This is an optimization exercise on Yosys and OpenROAD, whose aim is a short achievable clock period and few clock cycles per item, not a production implementation.
The RTL was checked by simulation tests, not by an equivalence proof against the original design.
Power is estimated from default activity; no workload was simulated.

the baseline:
==> module jalr_hi_bit, before the edit <==
module jalr_hi_bit
(
    input h, na, z, s, is_jalr, tgt, c,
    output y
);
    wire k1 = is_jalr ? (s ? h : ~h) : tgt;    
    wire k0 = is_jalr ? h : tgt;               
    wire m1 = is_jalr ? (s ? ~h : h) : tgt;    
    wire y1n, y0n;
    g_mux2i p1 (.s(na), .a1(k0), .a0(k1), .y(y1n));
    g_mux2i p0 (.s(z), .a1(m1), .a0(k0), .y(y0n));
    g_mux2i pc (.s(c), .a1(y1n), .a0(y0n), .y(y));
endmodule
==> module jalr_hi, before the edit <==
module jalr_hi
(
    input [19:0] h,
    input s,
    input is_jalr,
    input [19:0] tgt,
    input c,              
    output [19:0] y
);
    wire [19:0] o1, o2, o3, o4, o5, z1, z2, z3, z4, z5;
    genvar i;
    generate
        for (i = 0; i < 20; i = i + 1)
        begin : t
            if (i >= 1) begin : l1
                g_nand2 a (.a(h[i]), .b(h[i-1]), .y(o1[i]));
                g_nor2  b (.a(h[i]), .b(h[i-1]), .y(z1[i]));
            end else begin : l1p
                assign o1[i] = ~h[i];
                assign z1[i] = ~h[i];
            end
            if (i >= 2) begin : l2
                g_nor2  a (.a(o1[i]), .b(o1[i-2]), .y(o2[i]));
                g_nand2 b (.a(z1[i]), .b(z1[i-2]), .y(z2[i]));
            end else begin : l2p
                assign o2[i] = ~o1[i];
                assign z2[i] = ~z1[i];
            end
            if (i >= 4) begin : l3
                g_nand2 a (.a(o2[i]), .b(o2[i-4]), .y(o3[i]));
                g_nor2  b (.a(z2[i]), .b(z2[i-4]), .y(z3[i]));
            end else begin : l3p
                assign o3[i] = ~o2[i];
                assign z3[i] = ~z2[i];
            end
            if (i >= 8) begin : l4
                g_nor2  a (.a(o3[i]), .b(o3[i-8]), .y(o4[i]));
                g_nand2 b (.a(z3[i]), .b(z3[i-8]), .y(z4[i]));
            end else begin : l4p
                assign o4[i] = ~o3[i];
                assign z4[i] = ~z3[i];
            end
            if (i >= 16) begin : l5
                g_nand2 a (.a(o4[i]), .b(o4[i-16]), .y(o5[i]));
                g_nor2  b (.a(z4[i]), .b(z4[i-16]), .y(z5[i]));
            end else begin : l5p
                assign o5[i] = ~o4[i];
                assign z5[i] = ~z4[i];
            end
            if (i == 0) begin : b0
                jalr_hi_bit hb (.h(h[i]), .na(1'b0), .z(1'b1), .s(s), .is_jalr(is_jalr), .tgt(tgt[i]), .c(c),
                                .y(y[i]));
            end else begin : bn
                jalr_hi_bit hb (.h(h[i]), .na(o5[i-1]), .z(z5[i-1]), .s(s), .is_jalr(is_jalr), .tgt(tgt[i]), .c(c),
                                .y(y[i]));
            end
        end
    endgenerate
endmodule
==> module jalr_sel, before the edit <==
module jalr_sel
(
    input [31:0] a,
    input [11:0] imm,
    input is_jalr,
    input [31:0] tgt,
    output [31:0] d
);
    wire [11:0] x, g0, p0, g1, p1, g2, p2, g3, p3, g4, p4;
    genvar i;
    generate
        for (i = 0; i < 12; i = i + 1)
        begin : lv0
            add_gp l (.a(a[i]), .b(imm[i]), .g(g0[i]), .p(p0[i]));
            bit_xor xl (.a(a[i]), .b(imm[i]), .x(x[i]));
        end
        for (i = 0; i < 12; i = i + 1)
        begin : lv1
            if (i >= 1)
                pg_node_p n (.g_hi(g0[i]), .p_hi(p0[i]), .g_lo(g0[i-1]), .p_lo(p0[i-1]), .ng(g1[i]), .np(p1[i]));
            else
                pg_inv n (.g_in(g0[i]), .p_in(p0[i]), .g(g1[i]), .p(p1[i]));
        end
        for (i = 0; i < 12; i = i + 1)
        begin : lv2
            if (i >= 2)
                pg_node_n n (.ng_hi(g1[i]), .np_hi(p1[i]), .ng_lo(g1[i-2]), .np_lo(p1[i-2]), .g(g2[i]), .p(p2[i]));
            else
                pg_inv n (.g_in(g1[i]), .p_in(p1[i]), .g(g2[i]), .p(p2[i]));
        end
        for (i = 0; i < 12; i = i + 1)
        begin : lv3
            if (i >= 4)
                pg_node_p n (.g_hi(g2[i]), .p_hi(p2[i]), .g_lo(g2[i-4]), .p_lo(p2[i-4]), .ng(g3[i]), .np(p3[i]));
            else
                pg_inv n (.g_in(g2[i]), .p_in(p2[i]), .g(g3[i]), .p(p3[i]));
        end
        for (i = 0; i < 12; i = i + 1)
        begin : lv4
            if (i >= 8)
                pg_node_n n (.ng_hi(g3[i]), .np_hi(p3[i]), .ng_lo(g3[i-8]), .np_lo(p3[i-8]), .g(g4[i]), .p(p4[i]));
            else
                pg_inv n (.g_in(g3[i]), .p_in(p3[i]), .g(g4[i]), .p(p4[i]));
        end
        for (i = 1; i < 12; i = i + 1)
        begin : lo
            g_mux2i c (.s(g4[i-1]), .a1(is_jalr ? x[i] : ~tgt[i]), .a0(is_jalr ? ~x[i] : ~tgt[i]), .y(d[i]));
        end
    endgenerate
    assign d[0] = is_jalr ? 1'b0 : tgt[0];
    jalr_hi hi (.h(a[31:12]), .s(imm[11]), .is_jalr(is_jalr), .tgt(tgt[31:12]), .c(g4[11]), .y(d[31:12]));
endmodule
==> module rf_read, before the edit <==
module rf_read
(
    input [31*32-1:0] regs,
    input [4:0] idx,
    output [31:0] q
);
    wire [4*32-1:0] sel;
    genvar gb, gi;
    generate
        for (gb = 0; gb < 4; gb = gb + 1)
        begin : dec_
            rf_dec dec (.idx(idx), .sel(sel[32*gb +: 32]));
        end
        for (gb = 0; gb < 32; gb = gb + 1)
        begin : bit_
            wire [31:0] d;
            assign d[0] = 1'b0;
            for (gi = 1; gi < 32; gi = gi + 1)
            begin : r
                assign d[gi] = regs[(gi-1)*32 + gb];
            end
            rf_bit rb (.sel(sel[32*(gb/8) +: 32]), .d(d), .q(q[gb]));
        end
    endgenerate
endmodule
export LEC_CHECK = 0
export CAP_MARGIN = 20
export CORE_MARGIN = 2
export CORE_UTILIZATION = 40
export PLACE_DENSITY = 0.6
export SLEW_MARGIN = 20
export SYNTH_HIERARCHICAL = 1
export SYNTH_MINIMUM_KEEP_SIZE = 0
export TNS_END_PERCENT = 100
create_clock -name core_clock -period 10.0 [get_ports {clk}]
standard.sh (not shown) runs the stock make flow with config.mk's settings and CLKGATE_MAP_FILE= SYNTH_SCRIPT=/design/flow/synth_recipe.tcl, a recipe that flattens the netlist after the stock synthesis.
==> flow/flow/run.sh <==
#!/bin/bash
set -euo pipefail
bash standard.sh SETUP_SLACK_MARGIN=6.2 MATCH_CELL_FOOTPRINT=0 finish > flow_make.log 2>&1
Testbench counts of the baseline, summed over its fixed seeds: cycles 32,896, fetches 32,768.
The inputs of the candidate differ from those of the baseline as listed below.
--- a/flow/design.v
+++ b/flow/design.v
@@ -293,18 +293,13 @@
     assign le_lo = le4[0];
 endmodule
 module jalr_hi_bit
 (
-    input h, na, z, s, is_jalr, tgt, c,
-    output y
+    input h, inc, dec, s, is_jalr, tgt,
+    output y1, y0
 );
-    wire k1 = is_jalr ? (s ? h : ~h) : tgt;    
-    wire k0 = is_jalr ? h : tgt;               
-    wire m1 = is_jalr ? (s ? ~h : h) : tgt;    
-    wire y1n, y0n;
-    g_mux2i p1 (.s(na), .a1(k0), .a0(k1), .y(y1n));
-    g_mux2i p0 (.s(z), .a1(m1), .a0(k0), .y(y0n));
-    g_mux2i pc (.s(c), .a1(y1n), .a0(y0n), .y(y));
+    assign y1 = is_jalr ? (s ? h : inc) : tgt;
+    assign y0 = is_jalr ? (s ? dec : h) : tgt;
 endmodule
 module bit_xnor2
 (
     input a, b,
@@ -317,12 +312,13 @@
     input [19:0] h,
     input s,
     input is_jalr,
     input [19:0] tgt,
-    input c,              
-    output [19:0] y
+    output [19:0] y1,     
+    output [19:0] y0
 );
     wire [19:0] o1, o2, o3, o4, o5, z1, z2, z3, z4, z5;
+    wire [19:0] inc, dec;
     genvar i;
     generate
         for (i = 0; i < 20; i = i + 1)
         begin : t
@@ -361,14 +357,16 @@
                 assign o5[i] = ~o4[i];
                 assign z5[i] = ~z4[i];
             end
             if (i == 0) begin : b0
-                jalr_hi_bit hb (.h(h[i]), .na(1'b0), .z(1'b1), .s(s), .is_jalr(is_jalr), .tgt(tgt[i]), .c(c),
-                                .y(y[i]));
+                assign inc[i] = ~h[i];
+                assign dec[i] = ~h[i];
             end else begin : bn
-                jalr_hi_bit hb (.h(h[i]), .na(o5[i-1]), .z(z5[i-1]), .s(s), .is_jalr(is_jalr), .tgt(tgt[i]), .c(c),
-                                .y(y[i]));
+                bit_xnor2 xi (.a(h[i]), .b(o5[i-1]), .y(inc[i]));
+                bit_xor   xd (.a(h[i]), .b(z5[i-1]), .x(dec[i]));
             end
+            jalr_hi_bit hb (.h(h[i]), .inc(inc[i]), .dec(dec[i]), .s(s), .is_jalr(is_jalr), .tgt(tgt[i]),
+                            .y1(y1[i]), .y0(y0[i]));
         end
     endgenerate
 endmodule
 module csel
@@ -423,13 +421,20 @@
                 pg_inv n (.g_in(g3[i]), .p_in(p3[i]), .g(g4[i]), .p(p4[i]));
         end
         for (i = 1; i < 12; i = i + 1)
         begin : lo
-            g_mux2i c (.s(g4[i-1]), .a1(is_jalr ? x[i] : ~tgt[i]), .a0(is_jalr ? ~x[i] : ~tgt[i]), .y(d[i]));
+            csel c (.c(g4[i-1]), .y1(is_jalr ? ~x[i] : tgt[i]), .y0(is_jalr ? x[i] : tgt[i]), .y(d[i]));
         end
     endgenerate
     assign d[0] = is_jalr ? 1'b0 : tgt[0];
-    jalr_hi hi (.h(a[31:12]), .s(imm[11]), .is_jalr(is_jalr), .tgt(tgt[31:12]), .c(g4[11]), .y(d[31:12]));
+    wire [19:0] y1, y0;
+    jalr_hi hi (.h(a[31:12]), .s(imm[11]), .is_jalr(is_jalr), .tgt(tgt[31:12]), .y1(y1), .y0(y0));
+    generate
+        for (i = 12; i < 32; i = i + 1)
+        begin : hi_sel
+            csel c (.c(g4[11]), .y1(y1[i-12]), .y0(y0[i-12]), .y(d[i]));
+        end
+    endgenerate
 endmodule
 module g_nand3
 (
     input a, b, c,
@@ -542,24 +547,21 @@
     input [31*32-1:0] regs,
     input [4:0] idx,
     output [31:0] q
 );
-    wire [4*32-1:0] sel;
+    wire [31:0] sel;
+    rf_dec dec (.idx(idx), .sel(sel));
     genvar gb, gi;
     generate
-        for (gb = 0; gb < 4; gb = gb + 1)
-        begin : dec_
-            rf_dec dec (.idx(idx), .sel(sel[32*gb +: 32]));
-        end
         for (gb = 0; gb < 32; gb = gb + 1)
         begin : bit_
             wire [31:0] d;
             assign d[0] = 1'b0;
             for (gi = 1; gi < 32; gi = gi + 1)
             begin : r
                 assign d[gi] = regs[(gi-1)*32 + gb];
             end
-            rf_bit rb (.sel(sel[32*(gb/8) +: 32]), .d(d), .q(q[gb]));
+            rf_bit rb (.sel(sel), .d(d), .q(q[gb]));
         end
     endgenerate
 endmodule
 module core
==> run notes <==
The candidate reached the final stage; the timing, DRC and antenna checks on its layout passed.
In the candidate relative to the baseline, number of ordinary inverters in the final layout had gone down by more than 10%.
Against the baseline as the reference, the candidate delivers a higher worst IR drop on VDD.
The baseline vs the candidate, cell at the slowest stage of the critical path: sky130_fd_sc_hd__clkinvlp_4 vs sky130_fd_sc_hd__nor2_4
Going from the baseline to the candidate, routing usage on met2 fell 1.5 points; first-pass GRT wire length increased 14000 um; shortest period the worst path allows went up; die outline height now smaller; final routed wire length divided by cell count increased by 13% relative to the old numbers.
The candidate against the baseline; clock power is down by a few percent.
Between the candidate and the baseline, transition time at the pin with the least slew margin is lower for the candidate, the baseline comes in above that.
Testbench counts of the candidate, summed over its fixed seeds: cycles 32,896, fetches 32,768.

separate check: timing with driven ports:
No port has a modelled driver above. Below, the same layouts with a new extraction and two added sets of constraints. Step 1 sets driving cells, clkbuf_16 on the clock port and buf_2 on the other inputs (assumed; they add their load-dependent delay and slew). Step 2, shift: input delay + t, output delay - t, t = (earliest + latest rising clock arrival at the registers) / 2. This alone moves slack from input paths to output paths. Three values: ideal, step 1, step 2; two values: the first two.
run | shift t [ns] | slack for setup (ns) | worst register clock-pin slew, ns | cell pins on the clock port's net
the baseline | 0.846 | 5.513 / 5.526 / 4.682 | 0.07 / 0.07 | 1
the candidate | 0.830 | 5.295 / 5.344 / 4.514 | 0.07 / 0.07 | 1
After both steps every run listed still meets setup and hold. For the baseline, which loses most, drivers alone change the setup slack by +0.013 ns; drivers and shift together by -0.831 ns.
